This design comes from an exercise in tuning for small area on the open sky130 flow, not from production work. In this exercise RTL edits were held to simulation tests only and were not proved equivalent to the original. Power figures rest on the tool's default switching activity, not on a simulated workload.

==> inputs of run B <==
==> flow/design.v (excerpt) <==
module vga(clk, rst, reset, btnL, btnR, btnD, vga_h_sync, vga_v_sync, vga_R, vga_G, vga_B);
	input clk, rst, reset, btnL, btnR, btnD;
	output vga_h_sync, vga_v_sync;
	output [2:0] vga_R;
	output [2:0] vga_G;
	output [1:0] vga_B;
	reg rst_d;
	reg [1:0] ph;           
	reg [3:0] k;            
	reg [3:0] xq;
	reg [5:0] xr;
	reg [3:0] yq;
	reg [5:0] yr;
	wire en = (ph == 2'd0) & ~rst_d;
	wire xwrap = (xr == 6'd49);
	wire ystep = (xq == 4'd0) & (xr == 6'd9);
	always @(posedge clk) begin
		rst_d <= rst;
		if (rst) begin
			ph <= 2'd0;
			k  <= 4'd0;
			xq <= 4'd0;
			xr <= 6'd10;
			yq <= 4'd0;
			yr <= 6'd25;
		end else begin
			ph <= ph + 2'd1;
			if (en) begin
				k <= k + 4'd1;
				xr <= xwrap ? 6'd0 : xr + 6'd1;
				if (xwrap)
					xq <= xq + 4'd1;
				if (ystep) begin
					if (yq == 4'd10 && yr == 6'd49) begin
						yr <= 6'd25;
						yq <= 4'd0;
					end else if (yr == 6'd49) begin
						yr <= 6'd0;
						yq <= yq + 4'd1;
					end else
						yr <= yr + 6'd1;
				end
			end
		end
	end
  ...
clock: 10.0 ns
lec_check: 0
cap_margin: 20
core_margin: 2
core_utilization: 40
slew_margin: 20
run.sh (not shown) runs the stock make flow with config.mk's settings and CLKGATE_MAP_FILE= SYNTH_SCRIPT=/design/flow/synth_recipe.tcl, a recipe that flattens the netlist after the stock synthesis.
==> run H (differences from run B) <==
--- a/flow/design.v
+++ b/flow/design.v
@@ -105,56 +105,44 @@
 			3'd4: vsel = bd[34:28];
 			3'd5: vsel = bd[41:35];
 			3'd6: vsel = bd[48:42];
 			default: vsel = 7'bx;
 		endcase
 	end
-	wire [6:0] above = vsel >> (rr[2:0] + 3'd1);
-	wire occ = |above;
-	wire colr = vsel[rr[2:0]];
+	reg [2:0] hsel;         
+	always @* begin
+		casez (vsel)
+			7'b1??????: hsel = 3'd6;
+			7'b01?????: hsel = 3'd5;
+			7'b001????: hsel = 3'd4;
+			7'b0001???: hsel = 3'd3;
+			7'b00001??: hsel = 3'd2;
+			7'b000001?: hsel = 3'd1;
+			default:    hsel = 3'd0;
+		endcase
+	end
+	wire occ = rr[2:0] < hsel;
+	wire [2:0] sidx = hsel - 3'd1 - rr[2:0];
+	wire colr = vsel[sidx];
 	wire m_r = cell_ok & occ & colr;
 	wire m_y = cell_ok & occ & ~colr;
 	wire line_on = (dir != 2'd0) || (a == 2'd0);
 	wire full = vsel[6];
-	reg [2:0] hsel;
-	always @* begin
-		casez (vsel[5:0])
-			6'b1?????: hsel = 3'd5;
-			6'b01????: hsel = 3'd4;
-			6'b001???: hsel = 3'd3;
-			6'b0001??: hsel = 3'd2;
-			6'b00001?: hsel = 3'd1;
-			default:   hsel = 3'd0;
-		endcase
-	end
 	wire pnew = full ? player : ~player;
 	wire winner = rw | yw;
-	integer c, b;
-	reg [6:0] v, vn;
+	integer c;
 	reg [48:0] bd_n;
 	always @* begin
 		bd_n = bd;
-		for (c = 0; c < 7; c = c + 1) begin
-			v = bd[7*c +: 7];
-			for (b = 0; b < 7; b = b + 1) begin
-				if ((v >> (b + 1)) != 0)
-					vn[b] = v[b];
-				else if (v[b])
-					vn[b] = player;
-				else if (b > 0)
-					vn[b] = v[b - 1];
-				else
-					vn[b] = 1'b0;
-			end
+		for (c = 0; c < 7; c = c + 1)
 			if (do_d && !full && col == c)
-				bd_n[7*c +: 7] = vn;
-		end
+				bd_n[7*c +: 7] = {bd[7*c +: 6], player};
 	end
 	always @(posedge clk) begin
 		if (rst) begin
-			bd <= {4{7'b0000001}} << 21 | {3{7'b0000101}};
+			bd <= {{4{7'b0000001}}, {3{7'b0000110}}};
 			col <= 3'd3;
 			player <= 1'b1;
 			pc <= 3'd0;
 			prow <= 3'd5;
 			rw <= 1'b0;
 			yw <= 1'b0;
@@ -223,15 +211,27 @@
 			3'd4: vd = bd[34:28];
 			3'd5: vd = bd[41:35];
 			3'd6: vd = bd[48:42];
 			default: vd = 7'bx;
 		endcase
 	end
-	wire [6:0] dabove = vd >> (drq[2:0] + 3'd1);
-	wire d_occ = |dabove;
-	wire d_col = vd[drq[2:0]];
+	reg [2:0] hd;
+	always @* begin
+		casez (vd)
+			7'b1??????: hd = 3'd6;
+			7'b01?????: hd = 3'd5;
+			7'b001????: hd = 3'd4;
+			7'b0001???: hd = 3'd3;
+			7'b00001??: hd = 3'd2;
+			7'b000001?: hd = 3'd1;
+			default:    hd = 3'd0;
+		endcase
+	end
+	wire d_occ = drq[2:0] < hd;
+	wire [2:0] didx = hd - 3'd1 - drq[2:0];
+	wire d_col = vd[didx];
 	reg oR, oG, oB;
 	reg nR, nG, nB;
 	always @* begin
 		if (!inD) begin
 			nR = 0; nG = 0; nB = 0;
 		end else if (strip) begin
- ABC_AREA: default -> 1
==> flow_summary_export.csv <==
group,metric,value,unit
pwr,pg_clk,0.401,mW
sta,fin_skew,8.909,ps
pwr,p_clk_share,40.0,%
run_status,status,"timing/DRC/antenna clean",
final_layout,buffers,26,
yosys,muxShareOfSynthArea,4.193,%
yosys,synth_top_area_share,28.45,%
worst_setup_path,crit_end,"bd[10]$_SDFFE_PP0P_",
place,place_area,7865,µm²
pwr,p_sw,0.2722,mW
yosys,yosysMostFrequentCell,"nand2_1",
pwr,p_int,0.7293,mW
pwr,finalPower,1.002,mW
[end of results for run B]
==> flow_summary_export.csv <==
group,metric,value,unit
run_status,status,"timing/DRC/antenna clean",
pwr,pg_clk,0.387,mW
yosys,yosysMostFrequentCell,"inv_1",
final_layout,buffers,17,
yosys,synth_top_area_share,30.73,%
worst_setup_path,crit_end,"lr$_DFFE_PP_",
drt,wl_met1,8.915,mm
pwr,p_clk_share,37.5,%
yosys,muxShareOfSynthArea,0,%
pwr,finalPower,1.033,mW
sta,min_period_over_period,54.71,%
[end of results for run H]

-- what the ideal ports hide --
How much do the figures lean on ideal ports? The routed layouts below were timed once more, with nothing changed but the port constraints.
Step 1 (the two cells are an assumption about what drives the block):
set clk [get_ports {clk}]
set_driving_cell -lib_cell sky130_fd_sc_hd__clkbuf_16 $clk
set_driving_cell -lib_cell sky130_fd_sc_hd__buf_2 [delete_from_list [all_inputs] $clk]
Step 2 moves the port delays by t, midway between the first and last clock arrival at a register: inputs arrive t later, outputs are due t later. That takes back most of the time a late clock gives input paths.
Slacks: no drivers / after step 1 / after step 2; pairs: no drivers / after step 1.
| run | t, ns | slack for setup (ns) | latest minus earliest clock arrival (ns) | slew at the worst register clock pin (ns) | cell pins on the clock port's net |
|---|---|---|---|---|---|
| run B | 0.410 | 3.934 / 3.934 / 3.934 | 0.009 / 0.009 | 0.08 / 0.08 | 1 |
| run H | 0.414 | 4.529 / 4.529 / 4.529 | 0.012 / 0.012 | 0.09 / 0.09 | 1 |
After both steps every run listed still meets setup and hold.
